Source: an optimization exercise on an open RTL-to-GDS flow (aim: small area and a short achievable clock period). Production flows keep margins and buffers that such runs may drop.
RTL that was checked went through simulation tests only; none was proved equivalent to the original.
No activity file was given, so power comes from the tool's default toggle rates.

Design PCPU, start of the top module:
module PCPU (
	input wire clock,
	input wire [15:0] d_datain,
	input wire enable,
	input wire [15:0] i_datain,
	input wire reset,
	input wire start,
	output wire [15:0] d_addr,
	output wire [15:0] d_dataout,
	output wire d_we,
	output wire [7:0] i_addr,
	output wire [15:0] regi0,
	output wire [15:0] regi1,
	output wire [15:0] regi2,
	output wire [15:0] regi3,
	output wire [15:0] regi4,
	output wire [15:0] regi5,
	output wire [15:0] regi6,
	output wire [15:0] regi7,
	output wire [2:0] wb_addr
);
localparam [4:0] OP_LOAD = 5'b00010, OP_STORE = 5'b00011, OP_MOVI = 5'b00100,
                 OP_SHR  = 5'b00101, OP_CAL   = 5'b00110, OP_CAR  = 5'b00111,
                 OP_ADD  = 5'b01000, OP_ADDI  = 5'b01001, OP_ADDC = 5'b10001,
                 OP_SUB  = 5'b10010, OP_SUBI  = 5'b10011, OP_SUBC = 5'b10100,
                 OP_CMP  = 5'b01100, OP_AND   = 5'b01101, OP_OR   = 5'b01110,
                 OP_XOR  = 5'b01111, OP_JUMP  = 5'b11000, OP_HALT = 5'b00001;
reg        run;                  
reg [7:0]  pc;
reg [4:0]  id_op;
reg [2:0]  id_rd;
reg [7:0]  id_lo;                
reg [4:0]  ex_op;
reg [2:0]  ex_rd;
reg        ex_sub;               
reg        ex_usec;              
reg        ex_i4;                
reg [3:0]  ex_imm4;
reg [15:0] reg_A, reg_B;
reg        mem_wr, mem_load, mem_fs, mem_halt;
reg [2:0]  mem_rd;
reg        dw, jump;
reg [15:0] reg_C, smdr1;
reg        zf, sf, cf;
reg        wb_wr, wb_halt;
reg [2:0]  wb_rd;
reg [15:0] reg_C1;
reg [15:0] gr [0:7];
assign i_addr    = pc;
assign d_addr    = reg_C;
assign d_dataout = smdr1;
assign d_we      = dw;
assign wb_addr   = wb_rd;
assign regi0 = gr[0];
assign regi1 = gr[1];
assign regi2 = gr[2];
assign regi3 = gr[3];
assign regi4 = gr[4];
assign regi5 = gr[5];
assign regi6 = gr[6];
assign regi7 = gr[7];
wire wb_we = run & wb_wr;
wire [15:0] grn [0:7];           
genvar gi;
generate
	for (gi = 0; gi < 8; gi = gi + 1) begin : g_rf
		assign grn[gi] = (wb_we && wb_rd == gi) ? reg_C1 : gr[gi];
		always @(posedge clock or negedge reset)
			if (!reset) gr[gi] <= 16'd0;
			else        gr[gi] <= grn[gi];
	end
endgenerate
wire [15:0] c1n = mem_load ? d_datain : reg_C;
  ...
For scale: about 1600 cells after synthesis, about 270 flip-flops, roughly 210 I/O pins.
export LEC_CHECK = 0
export CAP_MARGIN = 20
export CORE_MARGIN = 2
export CORE_UTILIZATION = 60
export SETUP_SLACK_MARGIN = 3.0
export SLEW_MARGIN = 20
create_clock -name core_clock -period 6.0 [get_ports {clock}]
standard.sh (not shown) runs the stock make flow with config.mk's settings and CLKGATE_MAP_FILE= SYNTH_SCRIPT=/design/flow/synth_recipe.tcl, a recipe that flattens the netlist after the stock synthesis.
==> flow/flow/run.sh <==
#!/bin/bash
# Standard layout, with the port buffers made from the smallest buffer cell and
# the clock tree built without dummy loads.
set -euo pipefail
export BUFFER_PORTS_ARGS="-buffer_cell sky130_fd_sc_hd__buf_1"
export CTS_ARGS="-sink_clustering_enable -repair_clock_nets -dont_use_dummy_load"
bash standard.sh > standard.log 2>&1
The first run ran to the end with no violations.
==> next run, changes <==
==> flow/run.sh (new file) <==
#!/bin/bash
# synth_recipe.tcl (not shown) runs the flow's synth.tcl, then flattens the netlist and writes it again
# the make line also repeats each setting of config.mk as NAME=value (left out here)
make -C /OpenROAD-flow-scripts/flow DESIGN_CONFIG=/design/flow/config.mk WORK_HOME=/design/flow/orfs CLKGATE_MAP_FILE= SYNTH_SCRIPT=/design/flow/synth_recipe.tcl finish
Settings changed: SETUP_SLACK_MARGIN 3.0 to 3.5.
removed: flow/flow/run.sh
removed: flow/standard.sh
The changed run completed without violations.
Routed wire length increases by about a fifth.
Design area goes up by roughly a tenth.
Power rises by roughly a tenth.
Die area does not change.
Fmax goes down by a few percent.
Clock skew shrinks by 40 ps.
==> next run, changes <==
Settings changed: SETUP_SLACK_MARGIN 3.5 to 3.0.
Effect: The changed run completed with no timing, DRC or antenna violations. Setup slack gets better by 56 ps. Count of clock-buffer cells in the layout drops by 11. Non-clock buffer count came out lower by 89. Final area drops by about 5%. First-iteration DRC count goes down by 21%. Sequential cell count stays the same. Hold slack improved by 8.0 ps. Total power fell by about 7%. Global-route usage shrinks by 3.8 points. Utilization is lower by 4.2 points. Routed wire length falls by about 11%.
No run of this note included a check of the RTL's function; only the layout flow was run.


## raven
PCPU, a different RTL version from the one above (not shown whole).
Size: ~1500 cells after synthesis, ~210 I/O pins, roughly 16000 um2 of cells after synthesis.
Settings: LEC_CHECK=0, CAP_MARGIN=20, CORE_MARGIN=2, CORE_UTILIZATION=50, SETUP_SLACK_MARGIN=3.4, SLEW_MARGIN=20; clock period 6.0 ns.
==> flow/flow/run.sh <==
#!/bin/bash
# Standard layout (the standard.sh) with two changes: the port buffers use
# the smallest buffer cell, and the clock tree is built with larger sink
# clusters and no dummy loads. Each tool's output is in standard.log and in
# orfs/logs/.
set -euo pipefail
export BUFFER_PORTS_ARGS="-buffer_cell sky130_fd_sc_hd__buf_1"
export CTS_ARGS="-sink_clustering_enable -repair_clock_nets -dont_use_dummy_load -sink_clustering_size 25 -sink_clustering_max_diameter 80"
bash standard.sh > standard.log 2>&1
raven was carried through to the last stage, and its layout satisfied the timing, DRC and antenna checks.
Setup changes, raven to onyx
- a change of SETUP_SLACK_MARGIN from 3.4 to 3.0
[summary]
Each of the runs, namely raven and onyx, reached the end of the flow and came out clean. sky130_fd_sc_hd__dfxtp_4 as the slowest cell on the critical path was reported by raven, and sky130_fd_sc_hd__o41ai_4 by onyx. | total track usage | higher: raven |. | utilization after layout | onyx vs raven | 2.7 points lower |. [onyx vs raven] total power: lower in onyx.
#### Input delta (violet over onyx)
- SETUP_SLACK_MARGIN now 2.7, was 3.0
Notes after the runs:
- Comparing onyx against violet, there is no change at all in max-slew violation count.
- Compared with onyx, violet shows share of layout cells above drive strength 1 lower by 1.7 points.
- Cell area after layout ends up higher on onyx.
- Static leakage in violet vs onyx: down 0.032 nW
- Total global routing track utilization, violet and onyx, lower one = violet.
- violet vs onyx: initial antenna violation count up in violet
- violet and onyx ended up with nearly the same relative area of non-clock buffer cells in the final design.
- The higher post-place setup slack came out of violet.
- violet: number of optimization iterations in the first detailed-route pass is 2 lower than what onyx reported.

==> what the ideal ports hide <==
In the flow no input, the clock included, has a driving cell. The finished layouts below were timed again as built, in two steps.
Step 1: set_driving_cell puts a clkbuf_16 on clock and a buf_2 on each other input, an assumption about the parent block.
Step 2 times the ports against the registers' clock, not the clock port: input delays grow and output delays shrink by t, the midpoint of the rising clock arrivals with the driver on.
Three values: ideal, step 1, step 2; two values: the first two.
run	t (ns)	setup slack, ns	hold WS [ns]	worst setup path at the end
the first run of note 1	0.589	2.694 / 2.694 / 2.694	0.352 / 0.352 / 0.352	register to register
the second run of note 1	0.632	2.621 / 2.621 / 2.621	0.356 / 0.356 / 0.356	register to register
the third run of note 1	0.624	2.677 / 2.677 / 2.644	0.364 / 0.364 / 0.364	input to register
raven	0.542	3.182 / 3.182 / 2.908	0.358 / 0.358 / 0.358	input to register
onyx	0.557	2.987 / 3.011 / 2.453	0.354 / 0.354 / 0.354	input to register
violet	0.551	2.807 / 2.828 / 2.287	0.354 / 0.354 / 0.354	input to register
After both steps every run listed still meets setup and hold. For onyx, which loses most, drivers alone change the setup slack by +0.024 ns; drivers and shift together by -0.534 ns.
